This is an optimization exercise on Yosys and OpenROAD, whose aim is small area, not a production implementation.
RTL that was checked went through simulation tests only; none was proved equivalent to the original.
Only the layout flow was run in runs 1 and 2; the RTL was not checked for function there.
Power figures rest on the tool's default switching activity, not on a simulated workload.

===== flow/flow/run.sh =====
#!/bin/bash
# Own flow: the standard layout (standard.sh) with two changes:
#  - synthesis reads a copy of ORFS's scripts in which abc_area.script is
#    replaced by flow/abc_area.script (a stronger ABC area script); the
#    flip-flops are mapped before ABC runs, so the registers, their names and
#    cell types are those of the standard synthesis;
#  - the port buffers that global placement inserts on every input and output
#    are sky130_fd_sc_hd__buf_1 cells.
set -euo pipefail
W=$PWD
rm -rf "$W/scripts_mod"
cp -r "$FLOW_HOME/scripts" "$W/scripts_mod"
cp "$W/flow/abc_area.script" "$W/scripts_mod/abc_area.script"
bash standard.sh SCRIPTS_DIR="$W/scripts_mod" synth > "$W/standard_synth.log" 2>&1
bash standard.sh BUFFER_PORTS_ARGS="-buffer_cell sky130_fd_sc_hd__buf_1" finish > "$W/standard_finish.log" 2>&1

===== flow/flow/abc_area.script =====
strash
&get -n
&deepsyn -T 60
&put
dch -f
map -a
topo
dnsize -c

===== flow/standard.sh =====
#!/bin/bash
# synth_recipe.tcl (not shown) runs the flow's synth.tcl, then flattens the netlist and writes it again
# the make line also repeats each setting of config.mk as NAME=value (left out here)
make -C /OpenROAD-flow-scripts/flow DESIGN_CONFIG=/design/flow/config.mk WORK_HOME=/design/flow/orfs CLKGATE_MAP_FILE= SYNTH_SCRIPT=/design/flow/synth_recipe.tcl "${@:-finish}"

===== flow/config.mk =====
export PLATFORM = sky130hd
export DESIGN_NAME = I2C_Top
export DESIGN_NICKNAME = I2C_Top
export VERILOG_FILES = /design/flow/design.v
export SDC_FILE = /design/flow/constraint.sdc
export NUM_CORES = 4
export LEC_CHECK = 0
export ABC_AREA = 1
export CAP_MARGIN = 20
export CORE_MARGIN = 2
export CORE_UTILIZATION = 65
export CTS_BUF_LIST = sky130_fd_sc_hd__clkbuf_4 sky130_fd_sc_hd__clkbuf_8
export SLEW_MARGIN = 20

===== flow/constraint.sdc =====
create_clock -name core_clock -period 15.0 [get_ports {clk}]
set_input_delay 3.0000 -clock core_clock [delete_from_list [all_inputs] [get_ports {clk}]]
set_output_delay 3.0000 -clock core_clock [all_outputs]
set_load 0.01 [all_outputs]

===== flow/design.v =====
module i2c_master  
    (input clk,
    input rst,
    output Sda_Out,
    input Sda_In,
    input Processor_Ready,
    input [6:0] Peripheral_Address,
    input [7:0] Command_Data_Frames,
    input Scl_Out,
    input i2c_writes,  
    input [3:0] SHT_Reads,
    input CRC_Error_Out,
    input [2:0] Scl_State_Out,
    output [3:0] Bytes_Received,
    output [7:0] Data_Received,
    output [3:0] Output_Received_Counter,
    output [2:0] Master_State_Out,
    input Scl_Flag_Out,
    output Bit_Strobe,      
    output Byte_Done        
    );
    localparam [6:0] Address_Bits = 7'b1000100;  
    localparam [7:0] Command_Bits = 8'b11100000;  
    parameter Master_Processor = 3'b000;
    parameter Master_Start = 3'b001;
    parameter Master_Transmit_Address = 3'b010;
    parameter Master_Receive = 3'b011;
    parameter Master_Write = 3'b100; 
    parameter Master_Ack = 3'b101;
    parameter Master_End = 3'b110;
    parameter Scl_Start = 3'b000;
    parameter Scl_Transmit = 3'b001;
    parameter Scl_Ack = 3'b010;
    parameter Scl_Stop = 3'b011;
    reg [8:0] Counter;
    reg [9:0] Proc_High;
    reg [3:0] Bit_Counter;
    reg [2:0] Master_State;
    reg Master_Data;
    reg [7:0] Received_Data;
    reg Scl_Edge_Checker;
    reg [2:0] Total_Receive_Counter;
    reg Write_Flag;
    reg Ack_Pass;
    reg r_or_w;  
    reg Write_State_Flag;
    wire [8:0] Sda_Counter = Counter;
    wire [3:0] Transmit_Counter = Bit_Counter;
    wire [3:0] Receive_Counter = Bit_Counter;
    wire Sda_Counter_Ready = (Sda_Counter == 480);
    wire Sda_Inc_Ok = (Sda_Counter < 480);
    wire Sda_Half = (Sda_Counter > 240);
    wire [8:0] Sda_Inc = Counter + 9'd1;
    wire Proc_Done = Processor_Ready && (Proc_High != 10'd0 || Counter > 480);
    always @(posedge clk) begin
        if (rst)
            Proc_High <= 10'd0;
        else if (Master_State == Master_Processor && !Proc_Done) begin
            if (Counter == 9'd511)
                Proc_High <= {Proc_High[8:0], Proc_High[9] ^ Proc_High[6] ^ (Proc_High[8:0] == 9'd0)};
        end
        else
            Proc_High <= 10'd0;
    end
    wire Last_Read = (Total_Receive_Counter == 3'd5);
    assign Sda_Out = Master_Data;
    assign Bytes_Received = 4'd0;
    assign Data_Received = Received_Data;
    assign Output_Received_Counter = {1'b0, Total_Receive_Counter};
    assign Master_State_Out = Master_State;
    wire Scl_Falling_Edge = (Scl_Edge_Checker && !Scl_Out);
    wire Scl_Rising_Edge = (!Scl_Edge_Checker && Scl_Out);
    wire In_Receive = (Master_State == Master_Receive);
    assign Bit_Strobe = In_Receive && Receive_Counter < 8 && Scl_Rising_Edge;
    assign Byte_Done = In_Receive && Receive_Counter == 9 && !Scl_Out && Sda_Half;
    always @(posedge clk)
        if (Bit_Strobe) Received_Data <= {Received_Data[6:0], Sda_In};
    always @(posedge clk) begin
        if (rst) begin
            Master_State <= Master_Processor;
            Counter <= 9'd0;
            Bit_Counter <= 4'd0;
            Total_Receive_Counter <= 3'd0;
            Write_Flag <= 1'b0;
            Master_Data <= 1'b1;
            Ack_Pass <= 1'b0;
            r_or_w <= 1'b0;
            Write_State_Flag <= 1'b0;
            Scl_Edge_Checker <= 1'b0;
        end
        else begin
        case(Master_State)
            Master_Processor: begin
                Counter <= Sda_Inc;
                if (Proc_Done) begin
                    Counter <= 0;
                    Master_State <= Master_Start;
                end
            end
            Master_Start: begin
                if (Sda_Inc_Ok) Counter <= Sda_Inc;
                Write_State_Flag <= 0;
                if ((Sda_In || Sda_Counter_Ready) && Scl_State_Out == Scl_Start) begin 
                    if (Scl_Out && Sda_Counter_Ready) Master_Data <= 0; 
                    if (Sda_Counter_Ready && Scl_Flag_Out) begin
                        Counter <= 0;
                        Master_State <= Master_Transmit_Address; 
                    end
                end
                if (Scl_State_Out != Scl_Start && Sda_Counter_Ready) Counter <= 0;
            end
            Master_Transmit_Address: begin
                if (!Scl_Out && Transmit_Counter < 8 && Scl_State_Out == Scl_Transmit) begin
                    if (Sda_Inc_Ok) begin
                        Counter <= Sda_Inc;
                        if (Sda_Half) begin
                            Bit_Counter <= Transmit_Counter + 1; 
                            Counter <= 0;
                            if (Transmit_Counter != 7)
                                Master_Data <= Address_Bits[3'd6 - Transmit_Counter[2:0]];
                        end
                    end        
                end
                if (Scl_Out && Transmit_Counter < 8) Counter <= 0;
                if (Transmit_Counter == 8) begin
                    if (Sda_Inc_Ok) Counter <= Sda_Inc;
                    Master_Data <= r_or_w;
                    if (Sda_Counter_Ready && !Scl_Out) begin
                        Bit_Counter <= 0; 
                        Counter <= 0;
                        Master_State <= Master_Ack; 
                    end 	
                end
            end
            Master_Ack: begin
                if (!Scl_Out && !Write_Flag) begin 
                    if (Sda_Inc_Ok) Counter <= Sda_Inc;
                    if (Sda_Half) begin
                        Master_Data <= 1;
                        Write_Flag <= 1;
                        Counter <= 0;
                    end
                end
                if (Write_Flag) begin 
                    if (Scl_Out && !Sda_In) Ack_Pass <= 1;
                    if (Scl_Out && Sda_In) begin
                        Write_Flag <= 0; 
                        Master_State <= Master_End;
                    end
                    if (Ack_Pass && Scl_State_Out == Scl_Ack) begin
                        if (r_or_w) begin
                            if (Sda_Inc_Ok) Counter <= Sda_Inc;
                            if (!Write_State_Flag) begin
                                Counter <= 0;
                                Write_Flag <= 0; 
                                Ack_Pass <= 0;
                                Master_State <= Master_Receive; 
                            end
                            if (Write_State_Flag && Sda_Half) begin
                                Counter <= 0;
                                Write_Flag <= 0; 
                                Ack_Pass <= 0;
                                Master_Data <= 0;
                                Master_State <= Master_End;
                            end
                        end
                        else begin
                            Write_Flag <= 0; 
                            Ack_Pass <= 0;
                            Master_State <= Master_Write; 
                        end
                    end
                end
            end
            Master_Write: begin
                if (!Scl_Out && Transmit_Counter < 8 && Scl_State_Out == Scl_Transmit) begin
                    if (Sda_Inc_Ok) Counter <= Sda_Inc;
                    if (Sda_Half) begin
                        Bit_Counter <= Transmit_Counter + 1; 
                        Counter <= 0;
                        Master_Data <= Command_Bits[3'd7 - Transmit_Counter[2:0]];
                    end
                end
                if (Scl_Out && Transmit_Counter < 8) Counter <= 0;
                if (Transmit_Counter == 8) begin
                    if (Sda_Inc_Ok) Counter <= Sda_Inc;
                    if (!r_or_w) begin
                        r_or_w <= 1;
                        Write_State_Flag <= 1;
                    end
                    if (Sda_Counter_Ready && !Scl_Out) begin
                        Bit_Counter <= 0;
                        Master_State <= Master_Ack;
                    end
                end
            end
            Master_Receive: begin                                 
                if (Scl_Out) Counter <= 0;
                Scl_Edge_Checker <= Scl_Out;
                if (Receive_Counter < 8 && Scl_Rising_Edge) begin
		            Bit_Counter <= Receive_Counter + 1;
	            end
                if (Receive_Counter == 8 && !Scl_Out && !Scl_Falling_Edge) begin 
                    if (Sda_Inc_Ok) Counter <= Sda_Inc;
                    if (Sda_Half) begin
                        if (!Last_Read) Master_Data <= 0; 
                        Bit_Counter <= Receive_Counter + 1; 
                        Counter <= 0;
                    end
                end
                if (Receive_Counter == 9 && !Scl_Out) begin
                    if (Sda_Inc_Ok) Counter <= Sda_Inc;
                    if (Sda_Half) begin
                        Master_Data <= 1;    
                        Bit_Counter <= 0; 
                        Total_Receive_Counter <= Total_Receive_Counter + 1;
                        Counter <= 0;
                        if (Last_Read) begin
                            Total_Receive_Counter <= 0;
                            Master_Data <= 0; 
                            r_or_w <= 0;
                            Master_State <= Master_End;                         
                        end
                    end                    
                end
                if (CRC_Error_Out) begin
                    Bit_Counter <= 0;
                    Scl_Edge_Checker <= 0;
                    Total_Receive_Counter <= 0;
                    Master_State <= Master_End;
                end
            end
            Master_End: begin
                if (Sda_Inc_Ok) Counter <= Sda_Inc;
                if (Scl_State_Out == Scl_Stop) begin
                    if (Scl_Out && Sda_Counter_Ready) begin
                        Counter <= 0;
                        Master_Data <= 1; 
                    end
                end
                if (Scl_State_Out == Scl_Start && Sda_Counter_Ready) begin
                    Counter <= 0;
                    Master_State <= Master_Processor; 
                end
                if (Scl_State_Out == Scl_Transmit) Counter <= 0;
            end
            default: ;
        endcase
        end
    end
endmodule
module i2c_scl 
    (input clk,
    input rst,
    output Scl_Out,
    input Sda_In,
    input [3:0] SHT_Reads,
    input [3:0] Output_Received_Counter,
    input [2:0] Master_State_Out,
    output [2:0] Scl_State_Out,
    output Scl_Flag_Out
    );
    parameter Scl_Start = 3'b000;
    parameter Scl_Transmit = 3'b001;
    parameter Scl_Ack = 3'b010;
    parameter Scl_Stop = 3'b011;
    parameter Master_Processor = 3'b000;
    parameter Master_Start = 3'b001;
    parameter Master_Transmit_Address = 3'b010;
    parameter Master_Receive = 3'b011;
    parameter Master_Write = 3'b100; 
    parameter Master_Ack = 3'b101;
    parameter Master_End = 3'b110;
    reg [2:0] Scl_State;
    reg [8:0] Scl_Counter;
    reg Scl_Out_Local;
    reg [4:0] Scl_Transmit_Counter;
    reg Scl_Flag; 
    wire Scl_Counter_Ready;
    assign Scl_Out = Scl_Out_Local;
    assign Scl_State_Out = Scl_State;
    assign Scl_Counter_Ready = (Scl_Counter == 480);
    assign Scl_Flag_Out = Scl_Flag;
    always @(posedge clk) begin
        if (rst) begin
            Scl_Counter <= 5'd0;
            Scl_Transmit_Counter <= 5'd0;
            Scl_State <= Scl_Start;
            Scl_Out_Local <= 1;
            Scl_Flag <= 0;
        end
        else begin
        case (Scl_State)
            Scl_Start: begin  
                if (Master_State_Out == Master_Start) begin  
                    if (!Sda_In && !Scl_Flag) begin
                        Scl_Counter <= Scl_Counter + 1;
                        if (Scl_Counter_Ready) begin
                            Scl_Out_Local <= 0;
                            Scl_Counter <= 0;
                            Scl_Flag <= 1;
                        end
                    end
                end
                if (Scl_Flag == 1) begin
                    Scl_Counter <= Scl_Counter + 1;
                    if (Scl_Counter_Ready) begin
                        Scl_Counter <= 0;
                        Scl_Flag <= 0;
                        Scl_State <= Scl_Transmit;
                    end
                end                
            end
            Scl_Transmit: begin  
                if (Scl_Transmit_Counter < 18) begin  
                    if (Scl_Counter_Ready) begin
                        if (Scl_Out) begin
                            Scl_Out_Local <= 0;
                            Scl_Counter <= 0;
                            Scl_Transmit_Counter <= Scl_Transmit_Counter + 1;
                        end
                        else begin
                            Scl_Out_Local <= 1;
                            Scl_Counter <= 0;
                            Scl_Transmit_Counter <= Scl_Transmit_Counter + 1;
                        end
                    end
                    else begin
                        Scl_Counter <= Scl_Counter + 1;
                    end
                end
                else begin
                    Scl_Counter <= 0;
                    Scl_Transmit_Counter <= 0; 
                    Scl_State <= Scl_Ack;
                end
            end
            Scl_Ack: begin  
                if (Master_State_Out == Master_End) begin 
                    Scl_State <= Scl_Stop;
                end
                if (Master_State_Out == Master_Start) begin
                    Scl_Counter <= Scl_Counter + 1;
                    if (Scl_Counter_Ready) begin
                        Scl_Out_Local <= 1;
                        Scl_Counter <= 0;
                        Scl_State <= Scl_Start;
                    end
                end
                else if ((Master_State_Out == Master_Receive && SHT_Reads != Output_Received_Counter) || Master_State_Out == Master_Transmit_Address || Master_State_Out == Master_Write) begin  
                    Scl_State <= Scl_Transmit;
                end
            end
            Scl_Stop: begin  
                if (Master_State_Out == Master_End) begin
                    Scl_Counter <= Scl_Counter + 1;
                    if (Scl_Counter > 240) begin
                        Scl_Counter <= 0;
                        Scl_Out_Local <= 1;
                    end
                end
                if (Sda_In && Scl_Out_Local) begin
                    Scl_State <= Scl_Start;
                end
            end
        endcase
        end
    end
endmodule
module i2c_sht40
    (
        input clk,
        input rst,
        input [3:0] Output_Received_Counter,
        input [7:0] Data_Received, 
        input Bit_Strobe,
        input Bit_In,
        input Byte_Done,
        output [3:0] SHT_Reads,
        output [15:0] Temperature_Output,
        output [15:0] Humidity_Output,
        output Temp_Ready_Out, RH_Ready_Out,
        output CRC_Error_Out
    );
    reg Done1, Done2;
    reg [7:0] CRC;
    reg CRC_Error;
    reg Temp_Ready, RH_Ready;
    reg [15:0] Temperature, Humidity;
    wire [2:0] ORC = Output_Received_Counter[2:0];
    assign SHT_Reads = 4'd5;
    assign Temperature_Output = Temperature;
    assign Humidity_Output = Humidity;
    assign Temp_Ready_Out = Temp_Ready;
    assign RH_Ready_Out = RH_Ready;
    assign CRC_Error_Out = CRC_Error;
    wire Check = Done2 && (ORC == 3'd3 || ORC == 3'd0);
    wire CRC_Ok = (CRC == 8'd0);
    always @(posedge clk) begin
        if (rst) begin
            Done1 <= 1'b0;
            Done2 <= 1'b0;
            CRC <= 8'hFF;
            CRC_Error <= 1'b0;
            RH_Ready <= 0;
            Temp_Ready <= 0;
            Temperature <= 16'd0;
            Humidity <= 16'd0;
        end
        else begin
            Done1 <= Byte_Done;
            Done2 <= Done1;
            CRC_Error <= Check && !CRC_Ok;
            if (Done1 && ORC == 3'd1) RH_Ready <= 0;
            if (Done1 && ORC == 3'd4) Temp_Ready <= 0;
            if (Done2 && ORC == 3'd1) Temperature[15:8] <= Data_Received;
            if (Done2 && ORC == 3'd2) Temperature[7:0] <= Data_Received;
            if (Done2 && ORC == 3'd4) Humidity[15:8] <= Data_Received;
            if (Done2 && ORC == 3'd5) Humidity[7:0] <= Data_Received;
            if (Check && CRC_Ok && ORC == 3'd3) Temp_Ready <= 1;
            if (Check && CRC_Ok && ORC == 3'd0) RH_Ready <= 1;
            if (Bit_Strobe)
                CRC <= {CRC[6:0], 1'b0} ^ ((CRC[7] ^ Bit_In) ? 8'h31 : 8'h00);
            if (Check)
                CRC <= 8'hFF;
        end
    end
endmodule
module seg_rca #(parameter W = 8)
    (input [W-1:0] a, input [W-1:0] b, input ci, output [W-1:0] s);
    wire [W:0] c;
    assign c[0] = ci;
    genvar i;
    generate for (i = 0; i < W; i = i + 1) begin : bit_
        assign s[i] = a[i] ^ b[i] ^ c[i];
        assign c[i+1] = (a[i] & b[i]) | (c[i] & (a[i] ^ b[i]));
    end endgenerate
endmodule
module segdisplay 
    (
        input clk,
        input rst,
        input [15:0] i_temp, i_rh,
        input i_r_temp, i_r_rh,
        output an7, an6, an5, an4, an3, an2, an1, an0,  
        output ca, cb, cc, cd, ce, cf, cg, dp  
    );
    reg [10:0] cnt;
    reg [2:0] sd;
    reg [3:0] code;
    wire blank = (cnt == 11'd2047);
    wire next_digit = (cnt == 11'd2001) || blank;
    reg [6:0] ut, uh;
    wire load_ok = (cnt < 11'd1993);
    wire [2:0] nd = sd + 1;
    wire sel_h = load_ok ? i_r_rh : nd[2];
    wire [15:0] x = sel_h ? i_rh : i_temp;
    wire [18:0] xm;
    seg_rca #(19) a_xm (.a({3'b0, x}), .b(sel_h ? {2'b0, x, 1'b0} : {1'b0, x, 2'b0}), .ci(1'b0), .s(xm));
    wire [22:0] p;
    seg_rca #(23) a_p (.a(sel_h ? {x, 7'b0} : {xm[16:0], 6'b0}), .b(~{4'b0, xm}), .ci(1'b1), .s(p));
    wire [18:0] d;
    seg_rca #(19) a_d (.a({3'b0, p[15:0]}), .b({1'b0, p[15:0], 2'b0}), .ci(1'b0), .s(d));
    wire [3:0] deci = d[18:15];
    always @(posedge clk) begin
        if (rst) begin
            ut <= 7'd49;
            uh <= 7'd6;
        end else begin
            if (i_r_temp && load_ok) ut <= p[22:16];
            if (i_r_rh && load_ok) uh <= p[22:16];
        end
    end
    wire [6:0] v = nd[2] ? (uh - 7'd6) : (ut - 7'd49);
    wire [3:0] tens = (v >= 100) ? 4'd15 : v / 10;
    wire [3:0] ones = v % 10;
    wire [3:0] ncode = (nd[1:0] == 2'd0) ? tens :
                       (nd[1:0] == 2'd1) ? ones :
                       (nd[1:0] == 2'd2) ? deci :
                       (nd[2] ? 4'd11 : 4'd10);
    always @(posedge clk) begin
        if (rst) begin
            cnt <= 11'd2047;
            sd <= 3'd7;
            code <= 4'd15;
        end else begin
            if (next_digit) begin
                cnt <= 0;
                sd <= nd;
                code <= ncode;
            end else
                cnt <= cnt + 1;
        end
    end
    assign an7 = blank | (sd != 3'd0);
    assign an6 = blank | (sd != 3'd1);
    assign an5 = blank | (sd != 3'd2);
    assign an4 = blank | (sd != 3'd3);
    assign an3 = blank | (sd != 3'd4);
    assign an2 = blank | (sd != 3'd5);
    assign an1 = blank | (sd != 3'd6);
    assign an0 = blank | (sd != 3'd7);
    assign dp = an6 & an2;
    wire [6:0] seg =
        (code == 4'd0) ? 7'b0000001 :
        (code == 4'd1) ? 7'b1001111 :
        (code == 4'd2) ? 7'b0010010 :
        (code == 4'd3) ? 7'b0000110 :
        (code == 4'd4) ? 7'b1001100 :
        (code == 4'd5) ? 7'b0100100 :
        (code == 4'd6) ? 7'b0100000 :
        (code == 4'd7) ? 7'b0001111 :
        (code == 4'd8) ? 7'b0000000 :
        (code == 4'd9) ? 7'b0000100 :
        (code == 4'd10) ? 7'b0111000 :
        (code == 4'd11) ? 7'b1001000 : 7'b1111111;
    assign {ca, cb, cc, cd, ce, cf, cg} = seg;
endmodule
module I2C_Top
    (
        input clk,
        input rst,  
        input processor,
        input Sda_In,  
        output Sda_Out,  
        output Scl_Out,  
        output an7, an6, an5, an4, an3, an2, an1, an0, ca, cb, cc, cd, ce, cf, cg, dp
    );
    wire [6:0] Address;
    wire [7:0] Data_Frames;
    wire writes;
    wire [3:0] shtreads, bytesreceived, outputreceivedcounter;
    wire [2:0] masterstateout;
    wire [7:0] datareceived;
    wire [15:0] tempoutput, rhoutput;
    wire tempreadyout, rhreadyout;
    wire [2:0] sclstateout;
    wire CRC_Error_Out;
    wire Scl_Flag_Out;
    wire bitstrobe, bytedone;
    i2c_master master1 (
        .clk (clk),
        .rst (rst),
        .Sda_Out(Sda_Out),
        .Sda_In(Sda_In),
        .Processor_Ready(processor),
        .Command_Data_Frames(Data_Frames),
        .Peripheral_Address(Address),
        .Scl_Out(Scl_Out),
        .i2c_writes(writes),
        .SHT_Reads(shtreads),
        .Bytes_Received(bytesreceived),
        .Data_Received(datareceived),
        .Output_Received_Counter(outputreceivedcounter),
        .Master_State_Out(masterstateout),
        .Scl_State_Out(sclstateout),
        .CRC_Error_Out(CRC_Error_Out),
        .Scl_Flag_Out(Scl_Flag_Out),
        .Bit_Strobe(bitstrobe),
        .Byte_Done(bytedone)
        );
    i2c_sht40 peripheral1 (
        .clk (clk),
        .rst (rst),
        .Output_Received_Counter(outputreceivedcounter),
        .Data_Received(datareceived),
        .Bit_Strobe(bitstrobe),
        .Bit_In(Sda_In),
        .Byte_Done(bytedone),
        .SHT_Reads(shtreads),
        .Temperature_Output(tempoutput),
        .Humidity_Output(rhoutput),
        .Temp_Ready_Out(tempreadyout),
        .RH_Ready_Out(rhreadyout),
        .CRC_Error_Out(CRC_Error_Out)
        );
    i2c_scl scl1 (
        .clk(clk),
        .rst (rst),
        .Scl_Out(Scl_Out),
        .Sda_In(Sda_In),
        .SHT_Reads(shtreads),
        .Output_Received_Counter(outputreceivedcounter),
        .Master_State_Out(masterstateout),
        .Scl_State_Out(sclstateout),
        .Scl_Flag_Out(Scl_Flag_Out)
    );
    segdisplay segdisplay1 (
        .clk(clk),
        .rst (rst),
        .i_temp(tempoutput),
        .i_rh(rhoutput),
        .i_r_temp(tempreadyout),
        .i_r_rh(rhreadyout),
        .an7(an7),
        .an6(an6),
        .an5(an5),
        .an4(an4),
        .an3(an3),
        .an2(an2),
        .an1(an1),
        .an0(an0),
        .ca(ca),
        .cb(cb),
        .cc(cc),
        .cd(cd),
        .ce(ce),
        .cf(cf),
        .cg(cg),
        .dp(dp)
    );
    assign Address = 7'b1000100;  
    assign Data_Frames = 8'b11100000;  
    assign writes = 1'b1;
endmodule

==> results of run 1 <==
final cells by class:
| class | count | area [sq um] | area share |
|---|---|---|---|
| clock buffer | 21 | 277 | 0.0318 |
| clock inverter | 11 | 93.8 | 0.0108 |
| inverter | 227 | 852 | 0.0980 |
| multi-input combinational | 694 | 4320 | 0.496 |
| sequential | 139 | 2860 | 0.329 |
| tap | 147 | 184 | 0.0212 |
| timing repair buffer | 25 | 109 | 0.0125 |
where the power goes:
part	total (W)	leakage, nW	switching (W)	internal, W
clock	0.000281	0.193	0.000139	0.000143
sequential	0.000434	1.13	0.0000340	0.000400
combinational	0.000749	1.92	0.000473	0.000275
metrics by stage:
stage	total power [W]	setup slack [ns]
finish	0.00146	5.00
global route	0.00162	4.43
CTS	0.00147	5.03
detailed placement	0.00118	5.03
global placement	0.00117	5.34
floorplan	0.00100	4.78
routing by layer:
metal | wire, um | up-vias
met1 | 7920 | 3228
met2 | 8030 | 170
met5 | 0 | -
met3 | 699 | 35
met4 | 381 | 0
li1 | - | 3711
cells in the final DEF, fill, tap and decap left out, types with 5 or more instances in the layout:
cell and n:
nand2_1 92, o21ai_0 65, clkbuf_8 19, o21a_1 11, clkinv_2 5, o31ai_1 11, a31oi_1 15, o22ai_1 51
nor3_1 25, clkinv_1 227, o21bai_1 5, o211ai_1 6, buf_1 21, a21oi_1 83, ha_1 49, fa_1 28
a22oi_1 7, dfxtp_1 131, edfxtp_1 8, nand4_1 10, nor2_1 135, a211oi_1 5, xor2_1 5, nand3_1 54
sequential cells by signal, summed over array words and instances (netlist names), 8 cells and up:
register and cells:
master1.Counter 9, master1.Proc_High 10, master1.Received_Data 8, peripheral1.CRC 8, peripheral1.Humidity 16, peripheral1.Temperature 16, scl1.Scl_Counter 9, segdisplay1.cnt 11
tightest hold or removal path, delay by kind of cell (launching register included):
family	cells	cell delay, ns
buffers and inverters	1	0.04
and+or+nand+nor	1	0.03
DFF	1	0.33
kinds of logic (layout without fill, tap and decap cells):
kind of cell,Yosys count,count (layout),share of synthesized area
AOI/OAI and AO/OA,282,282,0.210
buffers and inverters,227,284,0.106
xor gates and xnor gates,6,6,0.00655
adders and majority gates,77,77,0.146
DFF,139,139,0.357
and+or+nand+nor,329,329,0.174
how the worst min path moves through the flow:
stage | startpoint | slack, ns | endpoint | depth (start not counted)
after floorplan | peripheral1.Done1$_SDFF_PP0_ | 0.41 | peripheral1.Done2$_SDFF_PP0_ | 2
after global placement | peripheral1.Done1$_SDFF_PP0_ | 0.42 | peripheral1.Done2$_SDFF_PP0_ | 2
after detailed placement | peripheral1.Done1$_SDFF_PP0_ | 0.43 | peripheral1.Done2$_SDFF_PP0_ | 2
after CTS | peripheral1.Done1$_SDFF_PP0_ | 0.44 | peripheral1.Done2$_SDFF_PP0_ | 2
after global routing | peripheral1.Done1$_SDFF_PP0_ | 0.45 | peripheral1.Done2$_SDFF_PP0_ | 2
final | peripheral1.Done1$_SDFF_PP0_ | 0.44 | peripheral1.Done2$_SDFF_PP0_ | 2
==> impl_metrics.py, run 1 <==
metrics = {
    "synthesis": {
        "syn_area_sq_um": 8030,
        "synth-edff-count": 8,
        "synth_most_common_cell": "clkinv_1",
        "ys_ff_latch": 139,
        "yosys.area.top_type": "dfxtp_1",
        "yosys-top-cells-area": "dfxtp_1, clkinv_1, ha_1, fa_1, nor2_1",
        "yosysSeqAreaShare": 0.357,
        "syn-num-nets": 1141,
        "avgSynthCellArea_sq_um": 7.57,
        "async_reset_ff_frac": 0,
        "yosysTopAreaCellShare": 0.327,
        "ys_types": 39,
        "ys_top_cells_by_count": "clkinv_1, nor2_1, dfxtp_1",
        "synth_flop_cell": "dfxtp_1",
        "netlist_instances": 1060,
        "synth_warnings": 4,
    },
    "grt": {
        "grt_overflow_total": 0,
        "grt_antenna_before_repair": 0,
        "met1_usage": 0.348,
        "grt_pass1_vias": 6574,
        "grt_max_degree": 37,
        "top_usage_layer": "met2",
        "met2_usage": 0.463,
        "gr-usage-met3": 0.0559,
        "track_usage": 0.273,
        "grt_pass1_wl_mm": 29.2,
    },
    "cells_and_area": {
        "post-route-util": 0.724,
        "syn_to_final_growth_pct": 8.31,
        "drive_gt1_frac": 0.0349,
        "final_area_sq_um": 8690,
        "num_antenna_cells": 0,
        "num-fill-cells": 1004,
        "fin_cells": 1264,
        "final_nets": 1185,
    },
    "critical_path": {
        "cp-startpoint": "segdisplay1.sd[2]$_SDFFE_PP1N_",
        "reg2reg_slack_ns": 5.00,
        "r2r_cells": 37,
        "critPathArrivalTime_ns": 10.31,
        "worstPathRequired_ns": 15.32,
        "path_buf_inv": 9,
        "cp-start-kind": "flop",
        "endpoint": "segdisplay1.ut[6]$_SDFFE_PP0P_",
        "path_max_fanout": 36,
        "regToRegStartpoint": "segdisplay1.sd[2]$_SDFFE_PP1N_",
        "crit_family": "adder cells",
        "crit_cells": 37,
        "cp_common_cell": "fa_1",
        "cp-end-kind": "flop",
        "reg2reg_to": "segdisplay1.ut[6]$_SDFFE_PP0P_",
        "slowest_delay_ns": 0.47,
        "cp_slowest_cell": "ha_1",
        "critical_path_class": "reg2reg",
    },
    "cts": {
        "cts.repair.resized": 0,
        "cts_root_buf": "clkbuf_8",
        "clk_latency_ns": 0.44,
        "clockBufferDepth": 2,
        "h-tree-depth": 4,
        "clock-sinks": 139,
        "clk_pin_slew_ns": 0.07,
        "cts_buffers": 17,
        "cts_hold_buf": 0,
        "post_cts_buffers": 0,
        "cts_tree": "yes",
    },
    "timing": {
        "timing_hold_violations_final": 0,
        "slew_viol_final": 0,
        "fmax_ghz": 0.100,
        "setup_violations": 0,
        "finClkSkew_ns": 0.00910,
        "period_minus_slack_ns": 10.0,
        "maxSlewHeadroom": 0.484,
        "rsz0062_at_grt": "no",
        "whs_ns": 0.436,
        "tightest_slew_ns": 0.769,
        "final.setup.tns_ns": 0,
        "fin_crit_sh": 0.666,
    },
    "detailed_routing": {
        "drtPass1Iterations": 5,
        "drt_iter0_markers": 446,
        "avgViaCountPerCell": 5.65,
        "drt-total-wl_mm": 17.0,
        "drc": 0,
        "drtAntennaViolNets": 0,
        "num_vias": 7144,
        "wl_per_cell_um": 13.5,
    },
    "floorplan": {
        "fp.dieW_um": 115,
        "die_y_um": 115,
        "dieArea_sq_um": 13300,
        "core_sq_um": 12000,
        "rows": 40,
        "start_util": 0.668,
        "ios": 22,
    },
    "place": {
        "io_buffers": 21,
        "dp_cells": 1232,
        "dpl.hpwl_mm": 13.2,
        "gp_congestion": 0.954,
        "place_area_sq_um": 8320,
    },
    "power": {
        "ir_drop_uv": 101,
        "power_per_cell_area_nw_per_um2": 168,
        "leakagePower_nw": 3.24,
    },
    "run_status": {
        "status": "complete, no violations",
    },
    "run": {
        "max_cap_violations": 0,
    },
    "hold_path": {
        "hp-class": "reg2reg",
    },
}
==> run 2: changes to the inputs <==
--- a/flow/flow/run.sh
+++ b/flow/flow/run.sh
@@ -13,3 +13,3 @@
 cp "$W/flow/abc_area.script" "$W/scripts_mod/abc_area.script"
 bash standard.sh SCRIPTS_DIR="$W/scripts_mod" synth > "$W/standard_synth.log" 2>&1
-bash standard.sh BUFFER_PORTS_ARGS="-buffer_cell sky130_fd_sc_hd__buf_1" finish > "$W/standard_finish.log" 2>&1
+bash standard.sh BUFFER_PORTS_ARGS="-buffer_cell sky130_fd_sc_hd__buf_1" CTS_ARGS="-sink_clustering_enable -repair_clock_nets -sink_buffer_max_cap_derate 0.3 -buf_list {sky130_fd_sc_hd__clkbuf_4 sky130_fd_sc_hd__clkbuf_8}" finish > "$W/standard_finish.log" 2>&1
==> impl_metrics.py, run 2 <==
metrics = {
    "detailed_routing": {
        "num_vias": 7140,
        "drtPass1Iterations": 7,
        "drt-total-wl_mm": 17.0,
        "wl_per_cell_um": 13.5,
        "avgViaCountPerCell": 5.65,
        "drc": 0,
        "drtAntennaViolNets": 0,
        "drt_iter0_markers": 459,
    },
    "timing": {
        "fin_crit_sh": 0.667,
        "period_minus_slack_ns": 10.01,
        "finClkSkew_ns": 0.00716,
        "maxSlewHeadroom": 0.487,
        "final.setup.worst_slack_ns": 4.99,
        "tightest_slew_ns": 0.764,
        "timing_hold_violations_final": 0,
        "setup_violations": 0,
        "slew_viol_final": 0,
        "final.setup.tns_ns": 0,
        "rsz0062_at_grt": "no",
        "fmax_ghz": 0.0999,
    },
    "cells_and_area": {
        "layout_common_cells": "clkinv_1, nor2_1, dfxtp_1",
        "drive_gt1_frac": 0.0349,
        "multi_input_area_sq_um": 4320,
        "largest_registers": "peripheral1.Humidity x16, peripheral1.Temperature x16, segdisplay1.cnt x11",
        "regArea_sq_um": 2860,
        "final_common_cell": "clkinv_1",
        "syn_to_final_growth_pct": 8.23,
        "num-fill-cells": 1005,
        "final_nets": 1185,
        "num_antenna_cells": 0,
    },
    "critical_path": {
        "cp-start-kind": "flop",
        "slowest_delay_ns": 0.47,
        "path_max_fanout": 36,
        "critPathArrivalTime_ns": 10.47,
        "cp_slowest_cell": "ha_1",
        "cp-end-kind": "flop",
        "reg2reg_slack_ns": 4.99,
        "worstPathRequired_ns": 15.45,
        "cp_common_cell": "fa_1",
        "critical_path_class": "reg2reg",
    },
    "synthesis": {
        "synth_compound_area_frac": 0.210,
        "syn-num-nets": 1141,
        "synth_most_common_cell": "clkinv_1",
        "async_reset_ff_frac": 0,
        "syn_area_sq_um": 8030,
        "yosys.area.top_type": "dfxtp_1",
        "avgSynthCellArea_sq_um": 7.57,
        "synth_xor_area_frac": 0.00655,
        "yosysTopAreaCellShare": 0.327,
        "ys_types": 39,
        "muxShareOfSynthArea": 0,
        "yosys-top-cells-area": "dfxtp_1, clkinv_1, ha_1, fa_1, nor2_1",
        "synth_warnings": 4,
        "synth-simple-area-share": 0.174,
        "synth-adder-area-share": 0.146,
        "yosysSeqAreaShare": 0.357,
        "ys_ff_latch": 139,
        "synth_top_family_by_area": "compound AO/OA/AOI/OAI gates",
        "synth_flop_cell": "dfxtp_1",
        "ys_top_cells_by_count": "clkinv_1, nor2_1, dfxtp_1",
        "synth-edff-count": 8,
        "netlist_instances": 1060,
    },
    "floorplan": {
        "ios": 22,
        "die_y_um": 115,
        "core_sq_um": 12000,
        "dieArea_sq_um": 13300,
        "rows": 40,
        "start_util": 0.668,
        "fp.dieW_um": 115,
    },
    "cts": {
        "cts_hold_buf": 0,
        "cts_tree": "yes",
        "clockBufferDepth": 2,
        "cts_root_buf": "clkbuf_4",
        "cts.repair.resized": 0,
        "post_cts_buffers": 0,
        "cts_buffers": 17,
        "clock-sinks": 139,
        "clk_latency_ns": 0.58,
        "clk_pin_slew_ns": 0.08,
        "h-tree-depth": 4,
    },
    "power": {
        "power_per_cell_area_nw_per_um2": 168,
        "leakagePower_nw": 3.24,
        "ir_drop_uv": 100,
        "power_w": 0.00146,
    },
    "grt": {
        "grt_pass1_wl_mm": 29.2,
        "grt_max_degree": 37,
        "grt_overflow_total": 0,
        "grt_antenna_before_repair": 0,
        "track_usage": 0.274,
        "grt_pass1_vias": 6573,
    },
    "run": {
        "max_cap_violations": 0,
    },
    "place": {
        "gp_congestion": 0.954,
        "dp_slack_ns": 5.03,
        "dpl.hpwl_mm": 13.2,
        "io_buffers": 21,
    },
    "run_status": {
        "status": "complete, no violations",
    },
    "hold_path": {
        "hp-class": "reg2reg",
    },
}
[run 2: worst paths after layout]
kind	cells past startpoint	to	from
worst min register to register	2	peripheral1.Done2$_SDFF_PP0_	peripheral1.Done1$_SDFF_PP0_
worst max register to register	37	segdisplay1.ut[6]$_SDFFE_PP0P_	segdisplay1.sd[2]$_SDFFE_PP1N_
worst max-delay path	37	segdisplay1.ut[6]$_SDFFE_PP0P_	segdisplay1.sd[2]$_SDFFE_PP1N_
worst min-delay path	2	peripheral1.Done2$_SDFF_PP0_	peripheral1.Done1$_SDFF_PP0_
[run 2: worst max-delay path, delay by kind of cell, from the launching register on]
kind / cells / cell delay [ns]
adders and majority gates: 23 / 7.56
AOI/OAI and AO/OA: 2 / 0.17
and+or+nand+nor: 2 / 0.16
buffers and inverters: 9 / 1.35
DFF: 1 / 0.41
xor gates and xnor gates: 1 / 0.22
[run 2: final cells by class]
cell class,count,area share
Multi-Input combinational cell,694,0.497
Sequential cell,139,0.330
Inverter,227,0.0981
Clock buffer,21,0.0311
Timing Repair Buffer,25,0.0125
Tap cell,147,0.0212
Clock inverter,11,0.0108
[run 2: stage by stage]
step / utilization / hold slack [ns] / cell area, sq um / cells
after global placement: 0.693 / 0.422 / 8320 / 1232
after CTS: 0.723 / 0.439 / 8690 / 1264
final: 0.723 / 0.437 / 8690 / 1264
after floorplan: - / 0.411 / 8030 / 1060
after global routing: 0.723 / 0.446 / 8690 / 1264
after detailed placement: 0.693 / 0.429 / 8320 / 1232
[run 2: cells by family after synthesis]
| kind of cell | after synthesis |
|---|---|
| xor gates and xnor gates | 6 |
| adders and majority gates | 77 |
| and+or+nand+nor | 329 |
| AOI/OAI and AO/OA | 282 |
| DFF | 139 |
| buffers and inverters | 227 |
[run 2: report_power, final]
group	internal, W	switching, W	leakage, nW
Clock	0.000139	0.000138	0.190
Sequential	0.000400	0.0000340	1.13
Combinational	0.000275	0.000473	1.92
Total	0.000813	0.000645	3.24
[run 2: layer usage]
layer,share of wire,wire (um),track usage,vias to the layer above
met3,0.044,749,0.0575,34
met2,0.47,8050,0.463,180
met4,0.022,369,0.0964,0
li1,-,-,-,3711
met1,0.46,7860,0.348,3215
met5,0,0,0,-
==> run 3: changes to the inputs <==
--- a/flow/design.v
+++ b/flow/design.v
@@ -48,6 +48,9 @@
     wire [3:0] Transmit_Counter = Bit_Counter;
     wire [3:0] Receive_Counter = Bit_Counter;
-    wire Sda_Counter_Ready = (Sda_Counter == 480);
-    wire Sda_Inc_Ok = (Sda_Counter < 480);
+    wire Sda_Counter_Ready = &Sda_Counter[8:5];       
+    wire Sda_Inc_Ok = !Sda_Counter_Ready;             
+    wire K_Lt8 = !Bit_Counter[3];                     
+    wire K_Eq8 = Bit_Counter[3] && !Bit_Counter[0];   
+    wire K_Eq9 = Bit_Counter[3] && Bit_Counter[0];    
     wire Sda_Half = (Sda_Counter > 240);
     wire [8:0] Sda_Inc = Counter + 9'd1;
@@ -63,5 +66,5 @@
             Proc_High <= 10'd0;
     end
-    wire Last_Read = (Total_Receive_Counter == 3'd5);
+    wire Last_Read = Total_Receive_Counter[2] && Total_Receive_Counter[0];  
     assign Sda_Out = Master_Data;
     assign Bytes_Received = 4'd0;
@@ -72,6 +75,6 @@
     wire Scl_Rising_Edge = (!Scl_Edge_Checker && Scl_Out);
     wire In_Receive = (Master_State == Master_Receive);
-    assign Bit_Strobe = In_Receive && Receive_Counter < 8 && Scl_Rising_Edge;
-    assign Byte_Done = In_Receive && Receive_Counter == 9 && !Scl_Out && Sda_Half;
+    assign Bit_Strobe = In_Receive && K_Lt8 && Scl_Rising_Edge;
+    assign Byte_Done = In_Receive && K_Eq9 && !Scl_Out && Sda_Half;
     always @(posedge clk)
         if (Bit_Strobe) Received_Data <= {Received_Data[6:0], Sda_In};
@@ -111,5 +114,5 @@
             end
             Master_Transmit_Address: begin
-                if (!Scl_Out && Transmit_Counter < 8 && Scl_State_Out == Scl_Transmit) begin
+                if (!Scl_Out && K_Lt8 && Scl_State_Out == Scl_Transmit) begin
                     if (Sda_Inc_Ok) begin
                         Counter <= Sda_Inc;
@@ -117,11 +120,11 @@
                             Bit_Counter <= Transmit_Counter + 1; 
                             Counter <= 0;
-                            if (Transmit_Counter != 7)
+                            if (Transmit_Counter[2:0] != 3'd7)
                                 Master_Data <= Address_Bits[3'd6 - Transmit_Counter[2:0]];
                         end
                     end        
                 end
-                if (Scl_Out && Transmit_Counter < 8) Counter <= 0;
-                if (Transmit_Counter == 8) begin
+                if (Scl_Out && K_Lt8) Counter <= 0;
+                if (K_Eq8) begin
                     if (Sda_Inc_Ok) Counter <= Sda_Inc;
                     Master_Data <= r_or_w;
@@ -174,5 +177,5 @@
             end
             Master_Write: begin
-                if (!Scl_Out && Transmit_Counter < 8 && Scl_State_Out == Scl_Transmit) begin
+                if (!Scl_Out && K_Lt8 && Scl_State_Out == Scl_Transmit) begin
                     if (Sda_Inc_Ok) Counter <= Sda_Inc;
                     if (Sda_Half) begin
@@ -182,6 +185,6 @@
                     end
                 end
-                if (Scl_Out && Transmit_Counter < 8) Counter <= 0;
-                if (Transmit_Counter == 8) begin
+                if (Scl_Out && K_Lt8) Counter <= 0;
+                if (K_Eq8) begin
                     if (Sda_Inc_Ok) Counter <= Sda_Inc;
                     if (!r_or_w) begin
@@ -198,8 +201,8 @@
                 if (Scl_Out) Counter <= 0;
                 Scl_Edge_Checker <= Scl_Out;
-                if (Receive_Counter < 8 && Scl_Rising_Edge) begin
+                if (K_Lt8 && Scl_Rising_Edge) begin
 		            Bit_Counter <= Receive_Counter + 1;
 	            end
-                if (Receive_Counter == 8 && !Scl_Out && !Scl_Falling_Edge) begin 
+                if (K_Eq8 && !Scl_Out && !Scl_Falling_Edge) begin 
                     if (Sda_Inc_Ok) Counter <= Sda_Inc;
                     if (Sda_Half) begin
@@ -209,5 +212,5 @@
                     end
                 end
-                if (Receive_Counter == 9 && !Scl_Out) begin
+                if (K_Eq9 && !Scl_Out) begin
                     if (Sda_Inc_Ok) Counter <= Sda_Inc;
                     if (Sda_Half) begin
@@ -280,5 +283,5 @@
     assign Scl_Out = Scl_Out_Local;
     assign Scl_State_Out = Scl_State;
-    assign Scl_Counter_Ready = (Scl_Counter == 480);
+    assign Scl_Counter_Ready = &Scl_Counter[8:5];  
     assign Scl_Flag_Out = Scl_Flag;
     always @(posedge clk) begin
@@ -313,5 +316,5 @@
             end
             Scl_Transmit: begin  
-                if (Scl_Transmit_Counter < 18) begin  
+                if (!(Scl_Transmit_Counter[4] && Scl_Transmit_Counter[1])) begin  
                     if (Scl_Counter_Ready) begin
                         if (Scl_Out) begin
@@ -348,5 +351,5 @@
                     end
                 end
-                else if ((Master_State_Out == Master_Receive && SHT_Reads != Output_Received_Counter) || Master_State_Out == Master_Transmit_Address || Master_State_Out == Master_Write) begin  
+                else if ((Master_State_Out == Master_Receive && !(Output_Received_Counter[2] && Output_Received_Counter[0])  ) || Master_State_Out == Master_Transmit_Address || Master_State_Out == Master_Write) begin  
                     Scl_State <= Scl_Transmit;
                 end
@@ -395,5 +398,11 @@
     assign RH_Ready_Out = RH_Ready;
     assign CRC_Error_Out = CRC_Error;
-    wire Check = Done2 && (ORC == 3'd3 || ORC == 3'd0);
+    wire O0 = !ORC[2] && !ORC[1] && !ORC[0];
+    wire O1 = !ORC[2] && !ORC[1] && ORC[0];
+    wire O2 = ORC[1] && !ORC[0];
+    wire O3 = ORC[1] && ORC[0];
+    wire O4 = ORC[2] && !ORC[0];
+    wire O5 = ORC[2] && ORC[0];
+    wire Check = Done2 && (O3 || O0);
     wire CRC_Ok = (CRC == 8'd0);
     always @(posedge clk) begin
@@ -412,12 +421,12 @@
             Done2 <= Done1;
             CRC_Error <= Check && !CRC_Ok;
-            if (Done1 && ORC == 3'd1) RH_Ready <= 0;
-            if (Done1 && ORC == 3'd4) Temp_Ready <= 0;
-            if (Done2 && ORC == 3'd1) Temperature[15:8] <= Data_Received;
-            if (Done2 && ORC == 3'd2) Temperature[7:0] <= Data_Received;
-            if (Done2 && ORC == 3'd4) Humidity[15:8] <= Data_Received;
-            if (Done2 && ORC == 3'd5) Humidity[7:0] <= Data_Received;
-            if (Check && CRC_Ok && ORC == 3'd3) Temp_Ready <= 1;
-            if (Check && CRC_Ok && ORC == 3'd0) RH_Ready <= 1;
+            if (Done1 && O1) RH_Ready <= 0;
+            if (Done1 && O4) Temp_Ready <= 0;
+            if (Done2 && O1) Temperature[15:8] <= Data_Received;
+            if (Done2 && O2) Temperature[7:0] <= Data_Received;
+            if (Done2 && O4) Humidity[15:8] <= Data_Received;
+            if (Done2 && O5) Humidity[7:0] <= Data_Received;
+            if (Check && CRC_Ok && O3) Temp_Ready <= 1;
+            if (Check && CRC_Ok && O0) RH_Ready <= 1;
             if (Bit_Strobe)
                 CRC <= {CRC[6:0], 1'b0} ^ ((CRC[7] ^ Bit_In) ? 8'h31 : 8'h00);
@@ -450,7 +459,7 @@
     reg [3:0] code;
     wire blank = (cnt == 11'd2047);
-    wire next_digit = (cnt == 11'd2001) || blank;
+    wire next_digit = &cnt[10:6] && cnt[4] && cnt[0];  
     reg [6:0] ut, uh;
-    wire load_ok = (cnt < 11'd1993);
+    wire load_ok = !(&cnt[10:6] && (cnt[5] || cnt[4] || (cnt[3] && |cnt[2:0])));  
     wire [2:0] nd = sd + 1;
     wire sel_h = load_ok ? i_r_rh : nd[2];
--- a/flow/flow/run.sh
+++ b/flow/flow/run.sh
@@ -13,3 +13,3 @@
 cp "$W/flow/abc_area.script" "$W/scripts_mod/abc_area.script"
 bash standard.sh SCRIPTS_DIR="$W/scripts_mod" synth > "$W/standard_synth.log" 2>&1
-bash standard.sh BUFFER_PORTS_ARGS="-buffer_cell sky130_fd_sc_hd__buf_1" CTS_ARGS="-sink_clustering_enable -repair_clock_nets -sink_buffer_max_cap_derate 0.3 -buf_list {sky130_fd_sc_hd__clkbuf_4 sky130_fd_sc_hd__clkbuf_8}" finish > "$W/standard_finish.log" 2>&1
+bash standard.sh BUFFER_PORTS_ARGS="-buffer_cell sky130_fd_sc_hd__buf_1" finish > "$W/standard_finish.log" 2>&1
==> flow/flow/abc_area.script (replaced) <==
strash
&get -n
&deepsyn -T 60
&nf -p -F 8 -A 4 -a -R 1000
&put
topo
dnsize -c
--- a/flow/config.mk
+++ b/flow/config.mk
@@ -9,5 +9,5 @@
 export CAP_MARGIN = 20
 export CORE_MARGIN = 2
-export CORE_UTILIZATION = 65
+export CORE_UTILIZATION = 75
 export CTS_BUF_LIST = sky130_fd_sc_hd__clkbuf_4 sky130_fd_sc_hd__clkbuf_8
 export SLEW_MARGIN = 20
==> impl_metrics.py, run 3 <==
metrics = {
    "cells_and_area": {
        "final_nets": 1031,
        "drive_gt1_frac": 0.0395,
        "syn_to_final_growth_pct": 9.51,
        "multi_input_area_sq_um": 4820,
        "final_common_cell": "dfxtp_1",
        "final_area_sq_um": 8640,
        "layout_common_cells": "dfxtp_1, nand2_1, nor2_1",
        "num-fill-cells": 639,
        "fin_cells": 1099,
        "largest_registers": "peripheral1.Humidity x16, peripheral1.Temperature x16, segdisplay1.cnt x11",
        "num_antenna_cells": 0,
        "regArea_sq_um": 2860,
    },
    "place": {
        "io_buffers": 21,
        "place_area_sq_um": 8170,
        "gp_congestion": 0.920,
        "dpl.hpwl_mm": 13.0,
        "dp_slack_ns": 4.81,
        "dp_cells": 1067,
    },
    "run_status": {
        "status": "complete, no violations",
    },
    "timing": {
        "finClkSkew_ns": 0.00975,
        "maxSlewHeadroom": 0.274,
        "fin_crit_sh": 0.692,
        "final.setup.worst_slack_ns": 4.62,
        "rsz0062_at_grt": "no",
        "fmax_ghz": 0.0963,
        "final.setup.tns_ns": 0,
        "tightest_slew_ns": 1.08,
        "timing_hold_violations_final": 0,
        "setup_violations": 0,
        "period_minus_slack_ns": 10.38,
        "slew_viol_final": 0,
    },
    "detailed_routing": {
        "drtPass1Iterations": 8,
        "drt-total-wl_mm": 18.3,
        "drtAntennaViolNets": 0,
        "wl_met2_mm": 9.25,
        "drt_iter0_markers": 614,
        "met3_length_mm": 1.07,
        "num_vias": 7066,
        "routed.top_layer": "met4",
        "avgViaCountPerCell": 6.43,
        "wl_per_cell_um": 16.7,
        "wl_met1_mm": 7.66,
        "drc": 0,
    },
    "synthesis": {
        "yosys-top-cells-area": "dfxtp_1, ha_1, fa_1, nand2_1, a22o_1",
        "synth-simple-area-share": 0.219,
        "ys_ff_latch": 139,
        "synth_compound_area_frac": 0.221,
        "netlist_instances": 907,
        "muxShareOfSynthArea": 0.00682,
        "synth_most_common_cell": "dfxtp_1",
        "yosysTopAreaCellShare": 0.332,
        "yosys.area.top_type": "dfxtp_1",
        "synth_top_family_by_area": "compound AO/OA/AOI/OAI gates",
        "ys_types": 56,
        "async_reset_ff_frac": 0,
        "yosysSeqAreaShare": 0.363,
        "syn-num-nets": 988,
        "avgSynthCellArea_sq_um": 8.70,
        "ys_top_cells_by_count": "dfxtp_1, nand2_1, nor2_1",
        "synth-edff-count": 8,
        "synth_warnings": 4,
        "synth_flop_cell": "dfxtp_1",
        "synth-adder-area-share": 0.149,
        "syn_area_sq_um": 7890,
        "synth_xor_area_frac": 0.0133,
    },
    "cts": {
        "clockBufferDepth": 2,
        "clock-sinks": 139,
        "cts_buffers": 17,
        "cts.repair.resized": 0,
        "clk_latency_ns": 0.44,
        "post_cts_buffers": 0,
        "cts_root_buf": "clkbuf_8",
        "h-tree-depth": 4,
        "clk_pin_slew_ns": 0.08,
        "cts_tree": "yes",
        "cts_hold_buf": 0,
    },
    "critical_path": {
        "cp-start-kind": "flop",
        "worstPathRequired_ns": 15.34,
        "slowest_delay_ns": 0.63,
        "cp_common_cell": "fa_1",
        "path_max_fanout": 38,
        "critPathArrivalTime_ns": 10.72,
        "critical_path_class": "reg2reg",
        "cp_slowest_cell": "ha_1",
        "cp-end-kind": "flop",
    },
    "floorplan": {
        "rows": 37,
        "core_sq_um": 10300,
        "dieArea_sq_um": 11400,
        "fp.dieW_um": 107,
        "start_util": 0.768,
        "ios": 22,
        "die_y_um": 107,
    },
    "power": {
        "power_w": 0.000968,
        "ir_drop_uv": 76.5,
        "power_per_cell_area_nw_per_um2": 112,
        "leakagePower_nw": 3.52,
    },
    "hold_path": {
        "hp-class": "reg2reg",
    },
    "grt": {
        "grt_overflow_total": 0,
        "grt_pass1_vias": 6687,
        "grt_antenna_before_repair": 0,
        "grt_pass1_wl_mm": 30.6,
        "track_usage": 0.333,
        "grt_max_degree": 61,
    },
    "run": {
        "max_cap_violations": 0,
    },
}
[run 3: cell types whose count changed after synthesis, sizes merged, moves of 17 or more]
cell    previous run  this run
o22ai             51         4
o21ai             65        36
clkinv           227        58
a22o               0        51
nand3             54        23
a21oi             84        67
nand2b             0        20
nor2b              0        25
nand2             92       120
nor2             135        86
[run 3: worst paths after layout]
path                                          from                                to  slack, ns  depth (start not counted)
hold reg to reg   scl1.Scl_Counter[7]$_SDFFE_PP0P_  scl1.Scl_Counter[7]$_SDFFE_PP0P_       0.45                          1
setup reg to reg    segdisplay1.sd[0]$_SDFFE_PP1P_    segdisplay1.uh[6]$_SDFFE_PP0P_       4.62                         36
hold / removal    scl1.Scl_Counter[7]$_SDFFE_PP0P_  scl1.Scl_Counter[7]$_SDFFE_PP0P_       0.45                          1
setup / recovery    segdisplay1.sd[0]$_SDFFE_PP1P_    segdisplay1.uh[6]$_SDFFE_PP0P_       4.62                         36
[run 3: through the flow]
stage | hold slack [ns] | util
3_5_place_dp | 0.440 | 0.794
4_1_cts | 0.451 | 0.840
5_1_grt | 0.480 | 0.841
2_1_floorplan | 0.419 | -
6_report | 0.449 | 0.841
3_3_place_gp | 0.432 | 0.794
[run 3: critical path, delay by kind of cell, from the launching register on]
kind                       cells  cell delay, ns
xor gates and xnor gates       1            0.09
DFF                            1            0.36
adders and majority gates     24            8.06
and+or+nand+nor                4            0.55
AOI/OAI and AO/OA              1            0.20
buffers and inverters          6            1.04
[run 3: area by class of cell]
class,count,share of cell area
tap,136,0.0197
clock buffer,20,0.0304
inverter,58,0.0252
sequential,139,0.331
clock inverter,12,0.0240
timing repair buffer,24,0.0119
multi-input combinational,710,0.557
[run 3: kinds of logic (layout without fill, tap and decap cells)]
kind of cell,after synthesis,count (layout)
fa+ha+maj,77,77
xor+xnor,12,12
mux,5,5
compound gates,253,253
buf+inv,58,114
flops,139,139
simple gates,363,363
[run 3: report_power, final]
part           internal, W  switching, W
logic            0.0000721      0.000132
registers         0.000388     0.0000216
clock network     0.000208      0.000147
[run 3: per-layer routing]
layer	track usage	vias up
met5	0	-
met4	0.122	0
met3	0.0674	50
met2	0.575	265
met1	0.411	3371
li1	-	3380
==> run 4: changes to the inputs <==
--- a/flow/config.mk
+++ b/flow/config.mk
@@ -7,7 +7,7 @@
 export LEC_CHECK = 0
 export ABC_AREA = 1
-export CAP_MARGIN = 20
+export CAP_MARGIN = 5
 export CORE_MARGIN = 2
 export CORE_UTILIZATION = 75
 export CTS_BUF_LIST = sky130_fd_sc_hd__clkbuf_4 sky130_fd_sc_hd__clkbuf_8
-export SLEW_MARGIN = 20
+export SLEW_MARGIN = 5
==> impl_metrics.py, run 4 <==
metrics = {
    "run_status": {
        "status": "complete, no violations",
    },
    "synthesis": {
        "syn-num-nets": 988,
        "synth_warnings": 4,
        "ys_types": 56,
        "synth_most_common_cell": "dfxtp_1",
        "yosys-top-cells-area": "dfxtp_1, ha_1, fa_1, nand2_1, a22o_1",
        "yosysSeqAreaShare": 0.363,
        "muxShareOfSynthArea": 0.00682,
        "synth-edff-count": 8,
        "async_reset_ff_frac": 0,
        "ys_ff_latch": 139,
        "yosys.area.top_type": "dfxtp_1",
        "synth_flop_cell": "dfxtp_1",
        "ys_top_cells_by_count": "dfxtp_1, nand2_1, nor2_1",
        "synth_compound_area_frac": 0.221,
        "avgSynthCellArea_sq_um": 8.70,
        "synth_top_family_by_area": "compound AO/OA/AOI/OAI gates",
        "synth_xor_area_frac": 0.0133,
        "yosysTopAreaCellShare": 0.332,
        "syn_area_sq_um": 7890,
        "synth-simple-area-share": 0.219,
        "netlist_instances": 907,
        "synth-adder-area-share": 0.149,
    },
    "cells_and_area": {
        "num_antenna_cells": 0,
        "layout_common_cells": "dfxtp_1, nand2_1, nor2_1",
        "regArea_sq_um": 2860,
        "largest_registers": "peripheral1.Humidity x16, peripheral1.Temperature x16, segdisplay1.cnt x11",
        "syn_to_final_growth_pct": 9.45,
        "drive_gt1_frac": 0.0384,
        "final_nets": 1031,
        "final_common_cell": "dfxtp_1",
        "post-route-util": 0.840,
        "num-fill-cells": 642,
        "multi_input_area_sq_um": 4810,
    },
    "critical_path": {
        "r2r_cells": 36,
        "cp_common_cell": "fa_1",
        "regToRegStartpoint": "segdisplay1.sd[0]$_SDFFE_PP1P_",
        "reg2reg_to": "segdisplay1.uh[6]$_SDFFE_PP0P_",
        "slowest_delay_ns": 0.62,
        "critical_path_class": "reg2reg",
        "worstPathRequired_ns": 15.35,
        "cp-end-kind": "flop",
        "critPathArrivalTime_ns": 10.72,
        "cp_slowest_cell": "ha_1",
        "reg2reg_slack_ns": 4.64,
        "cp-start-kind": "flop",
        "path_max_fanout": 38,
    },
    "timing": {
        "finClkSkew_ns": 0.00935,
        "maxSlewHeadroom": 0.207,
        "rsz0062_at_grt": "no",
        "fin_crit_sh": 0.691,
        "final.setup.tns_ns": 0,
        "timing_hold_violations_final": 0,
        "period_minus_slack_ns": 10.36,
        "setup_violations": 0,
        "whs_ns": 0.449,
        "slew_viol_final": 0,
        "tightest_slew_ns": 1.19,
        "fmax_ghz": 0.0965,
    },
    "grt": {
        "grt_overflow_total": 0,
        "track_usage": 0.333,
        "grt_max_degree": 61,
        "grt_pass1_wl_mm": 30.6,
        "grt_antenna_before_repair": 0,
        "grt_pass1_vias": 6687,
    },
    "hold_path": {
        "hold_depth": 1,
        "hp-class": "reg2reg",
        "hold_path_end": "scl1.Scl_Counter[7]$_SDFFE_PP0P_",
        "min_from": "scl1.Scl_Counter[7]$_SDFFE_PP0P_",
    },
    "detailed_routing": {
        "wl_met1_mm": 7.62,
        "drtAntennaViolNets": 0,
        "drt-total-wl_mm": 18.4,
        "drtPass1Iterations": 6,
        "wl_per_cell_um": 16.7,
        "drt_iter0_markers": 625,
        "wl_met2_mm": 9.28,
        "num_vias": 7028,
        "drc": 0,
        "met3_length_mm": 1.09,
        "avgViaCountPerCell": 6.39,
        "routed.top_layer": "met4",
    },
    "place": {
        "io_buffers": 21,
        "dpl.hpwl_mm": 13.0,
        "gp_congestion": 0.920,
    },
    "power": {
        "leakagePower_nw": 3.52,
        "comb_power_share": 0.211,
        "power_per_cell_area_nw_per_um2": 112,
        "p_int_w": 0.000668,
        "ir_drop_uv": 76.8,
        "p_switching_w": 0.000302,
        "pwr-share-clk": 0.367,
        "seq_power_share": 0.422,
        "p_sw_frac": 0.311,
    },
    "cts": {
        "clk_pin_slew_ns": 0.08,
        "cts_tree": "yes",
        "post_cts_buffers": 0,
        "cts_buffers": 17,
        "clockBufferDepth": 2,
        "cts_hold_buf": 0,
        "h-tree-depth": 4,
        "cts.repair.resized": 0,
        "clk_latency_ns": 0.45,
        "clock-sinks": 139,
        "cts_root_buf": "clkbuf_8",
    },
    "run": {
        "max_cap_violations": 0,
    },
    "floorplan": {
        "core_sq_um": 10300,
        "rows": 37,
        "dieArea_sq_um": 11400,
        "fp.dieW_um": 107,
        "die_y_um": 107,
        "ios": 22,
        "start_util": 0.768,
    },
}
## run 4: worst max-delay path, delay by kind of cell, from the launching register on
| kind | cells | cell delay [ns] |
|---|---|---|
| adder cells (fa/ha/maj) | 24 | 8.04 |
| flip-flops | 1 | 0.36 |
| AND/OR/NAND/NOR | 4 | 0.55 |
| XOR/XNOR | 1 | 0.09 |
| AO/OA/AOI/OAI | 1 | 0.20 |
| buffers and inverters | 6 | 1.03 |
## run 4: how the worst max path moves through the flow
stage	start	endpoint	depth (start not counted)
after global placement	segdisplay1.sd[0]$_SDFFE_PP1P_	segdisplay1.uh[6]$_SDFFE_PP0P_	36
after global routing	segdisplay1.cnt[0]$_SDFF_PP1_	segdisplay1.uh[6]$_SDFFE_PP0P_	39
after CTS	segdisplay1.sd[0]$_SDFFE_PP1P_	segdisplay1.uh[6]$_SDFFE_PP0P_	36
final	segdisplay1.sd[0]$_SDFFE_PP1P_	segdisplay1.uh[6]$_SDFFE_PP0P_	36
after detailed placement	segdisplay1.sd[0]$_SDFFE_PP1P_	segdisplay1.uh[6]$_SDFFE_PP0P_	36
after floorplan	segdisplay1.sd[0]$_SDFFE_PP1P_	segdisplay1.uh[6]$_SDFFE_PP0P_	35
## run 4: area by class of cell
type                       count  share of cell area
inverter                      58              0.0252
clock inverter                12              0.0241
clock buffer                  20              0.0304
multi-input combinational    710               0.557
sequential                   139               0.331
timing repair buffer          24              0.0119
tap                          136              0.0197
## run 4: power by group through the flow
stage	sequential [W]	clock [W]	combinational (W)
floorplan	0.000412	0	0.000151
global placement	0.000415	0	0.000188
detailed placement	0.000417	0	0.000196
CTS	0.000409	0.000356	0.000201
global route	0.000413	0.000374	0.000226
finish	0.000410	0.000356	0.000205
## run 4: cell families (layout without fill, tap and decap cells)
kind of cell,after synthesis,count (layout)
fa+ha+maj,77,77
flops,139,139
simple gates,363,363
buf+inv,58,114
xor+xnor,12,12
compound gates,253,253
mux,5,5
## run 4: per-stage QoR
stage / power, W / instances / setup slack, ns / instance area, sq um
after floorplan: 0.000563 / 907 / 4.33 / 7890
after global placement: 0.000603 / 1067 / 5.09 / 8170
after detailed placement: 0.000614 / 1067 / 4.81 / 8170
after CTS: 0.000966 / 1099 / 4.75 / 8640
after global routing: 0.00101 / 1099 / 4.15 / 8640
final: 0.000970 / 1099 / 4.64 / 8640
## run 4: layer usage
| metal | up-vias | track usage |
|---|---|---|
| li1 | 3373 | - |
| met1 | 3337 | 0.411 |
| met2 | 273 | 0.575 |
| met3 | 45 | 0.0674 |
| met4 | 0 | 0.122 |
| met5 | - | 0 |
==> run 5: changes to the inputs <==
==> flow/flow/abc_area.script (replaced) <==
strash
&get -n
&deepsyn -T 60
&put
dch -f
map -a
topo
dnsize -c
--- a/flow/config.mk
+++ b/flow/config.mk
@@ -7,7 +7,7 @@
 export LEC_CHECK = 0
 export ABC_AREA = 1
-export CAP_MARGIN = 5
+export CAP_MARGIN = 20
 export CORE_MARGIN = 2
-export CORE_UTILIZATION = 75
+export CORE_UTILIZATION = 65
 export CTS_BUF_LIST = sky130_fd_sc_hd__clkbuf_4 sky130_fd_sc_hd__clkbuf_8
-export SLEW_MARGIN = 5
+export SLEW_MARGIN = 20
==> impl_metrics.py, run 5 <==
metrics = {
    "run_status": {
        "status": "complete, no violations",
    },
    "critical_path": {
        "worstPathRequired_ns": 15.34,
        "reg2reg_slack_ns": 5.19,
        "cp-end-kind": "flop",
        "path_max_fanout": 34,
        "slowest_delay_ns": 0.57,
        "critPathArrivalTime_ns": 10.15,
        "r2r_cells": 37,
        "cp-start-kind": "flop",
        "cp_common_cell": "fa_1",
        "cp-startpoint": "segdisplay1.sd[2]$_SDFFE_PP1P_",
        "cp_slowest_cell": "ha_1",
        "regToRegStartpoint": "segdisplay1.sd[2]$_SDFFE_PP1P_",
        "endpoint": "segdisplay1.uh[6]$_SDFFE_PP0P_",
    },
    "synthesis": {
        "netlist_instances": 1063,
        "ys_top_cells_by_count": "clkinv_1, dfxtp_1, nand2_1, nor2_1, o21ai_0",
        "ys_ff_latch": 139,
        "avgSynthCellArea_sq_um": 7.53,
        "yosysSeqAreaShare": 0.358,
        "yosys-top-cells-area": "dfxtp_1, clkinv_1, ha_1, fa_1, nand2_1",
        "synth_most_common_cell": "clkinv_1",
        "syn_area_sq_um": 8010,
        "synth_flop_cell": "dfxtp_1",
        "syn-num-nets": 1144,
    },
    "grt": {
        "grt_antenna_before_repair": 0,
        "grt_pass1_vias": 6733,
        "grt_pass1_wl_mm": 29.6,
        "track_usage": 0.278,
        "grt_max_degree": 35,
    },
    "cts": {
        "cts_root_buf": "clkbuf_8",
        "cts_hold_buf": 0,
        "clockBufferDepth": 2,
        "clk_latency_ns": 0.46,
        "h-tree-depth": 4,
        "clock-sinks": 139,
        "cts_buffers": 17,
    },
    "timing": {
        "finClkSkew_ns": 0.0115,
        "rsz0062_at_grt": "no",
        "tightest_slew_ns": 0.819,
        "timing_hold_violations_final": 0,
        "setup_violations": 0,
        "whs_ns": 0.434,
        "final.setup.tns_ns": 0,
        "period_minus_slack_ns": 9.81,
        "maxSlewHeadroom": 0.451,
    },
    "floorplan": {
        "rows": 40,
        "ios": 22,
        "die_y_um": 115,
        "dieArea_sq_um": 13200,
    },
    "detailed_routing": {
        "drt-total-wl_mm": 17.3,
        "met3_length_um": 924,
        "drtPass1Iterations": 5,
        "num_vias": 7279,
        "routed.top_layer": "met4",
        "wl_met1_mm": 7.66,
        "avgViaCountPerCell": 5.75,
        "drc": 0,
        "drt_iter0_markers": 399,
    },
    "power": {
        "ir_drop_uv": 90.5,
        "power_per_cell_area_nw_per_um2": 134,
        "leakagePower_nw": 3.21,
    },
    "cells_and_area": {
        "num_antenna_cells": 0,
        "largest_registers": "peripheral1.Humidity x16, peripheral1.Temperature x16, segdisplay1.cnt x11",
        "layout_common_cells": "clkinv_1, dfxtp_1, nor2_1, nand2_1, o21ai_0",
        "drive_gt1_frac": 0.0322,
        "final_common_cell": "clkinv_1",
    },
    "place": {
        "gp_congestion": 1.01,
        "io_buffers": 21,
        "dpl.hpwl_mm": 13.4,
    },
    "hold_path": {
        "hp-class": "reg2reg",
    },
    "run": {
        "max_cap_violations": 0,
    },
}
[run 5: where the power goes]
part	total (W)	switching, W	internal (W)
Combinational	0.000411	0.000280	0.000132
Sequential	0.000420	0.0000232	0.000397
Clock	0.000345	0.000145	0.000200
Total	0.00118	0.000448	0.000728
[run 5: worst min path at each step]
stage / startpoint / end / slack [ns] / cells past startpoint
3_3_place_gp: segdisplay1.cnt[0]$_SDFF_PP1_ / segdisplay1.cnt[0]$_SDFF_PP1_ / 0.41 / 1
3_5_place_dp: segdisplay1.cnt[0]$_SDFF_PP1_ / segdisplay1.cnt[0]$_SDFF_PP1_ / 0.42 / 1
5_1_grt: segdisplay1.cnt[0]$_SDFF_PP1_ / segdisplay1.cnt[0]$_SDFF_PP1_ / 0.47 / 1
6_report: segdisplay1.cnt[0]$_SDFF_PP1_ / segdisplay1.cnt[0]$_SDFF_PP1_ / 0.43 / 1
2_1_floorplan: segdisplay1.cnt[0]$_SDFF_PP1_ / segdisplay1.cnt[0]$_SDFF_PP1_ / 0.40 / 1
4_1_cts: peripheral1.Done1$_SDFF_PP0_ / peripheral1.Done2$_SDFF_PP0_ / 0.44 / 2
[run 5: metal layers]
layer  GRT usage  vias to the layer above
met5           0                        -
met4      0.0964                        0
met3      0.0701                       38
met2       0.473                      180
met1       0.346                     3344
li1            -                     3717
[run 5: worst max-delay path: cells and delay by family (launching register included)]
family | cells | cell delay (ns)
adder cells (fa/ha/maj) | 23 | 7.55
buffers and inverters | 9 | 1.10
flip-flops | 1 | 0.41
AO/OA/AOI/OAI | 3 | 0.33
XOR/XNOR | 1 | 0.17
AND/OR/NAND/NOR | 1 | 0.10
[run 5: layout make-up]
type / count / area, sq um
Multi-Input combinational cell: 699 / 4300
Clock buffer: 18 / 241
Fill cell: 1015 / 3260
Inverter: 225 / 845
Clock inverter: 14 / 218
Timing Repair Buffer: 24 / 101
Tap cell: 147 / 184
Sequential cell: 139 / 2860
[run 5: kinds of logic (layout without fill, tap and decap cells)]
family                     count (synthesis)  after routing  share of synthesized area
and+or+nand+nor                          326            326                      0.170
AOI/OAI and AO/OA                        288            288                      0.212
buffers and inverters                    225            281                      0.105
DFF                                      139            139                      0.358
adders and majority gates                 77             77                      0.147
xor gates and xnor gates                   8              8                    0.00875
[run 5: stage by stage]
stage                     utilization  instances  instance area, sq um  setup WS, ns  total power, W
after global routing            0.729       1266                  8750          4.67         0.00126
after global placement          0.690       1234                  8290          5.41        0.000830
after floorplan                     -       1063                  8010          4.74        0.000735
final                           0.729       1266                  8750          5.19         0.00118
after CTS                       0.729       1266                  8750          5.21         0.00118
after detailed placement        0.690       1234                  8290          5.22        0.000833
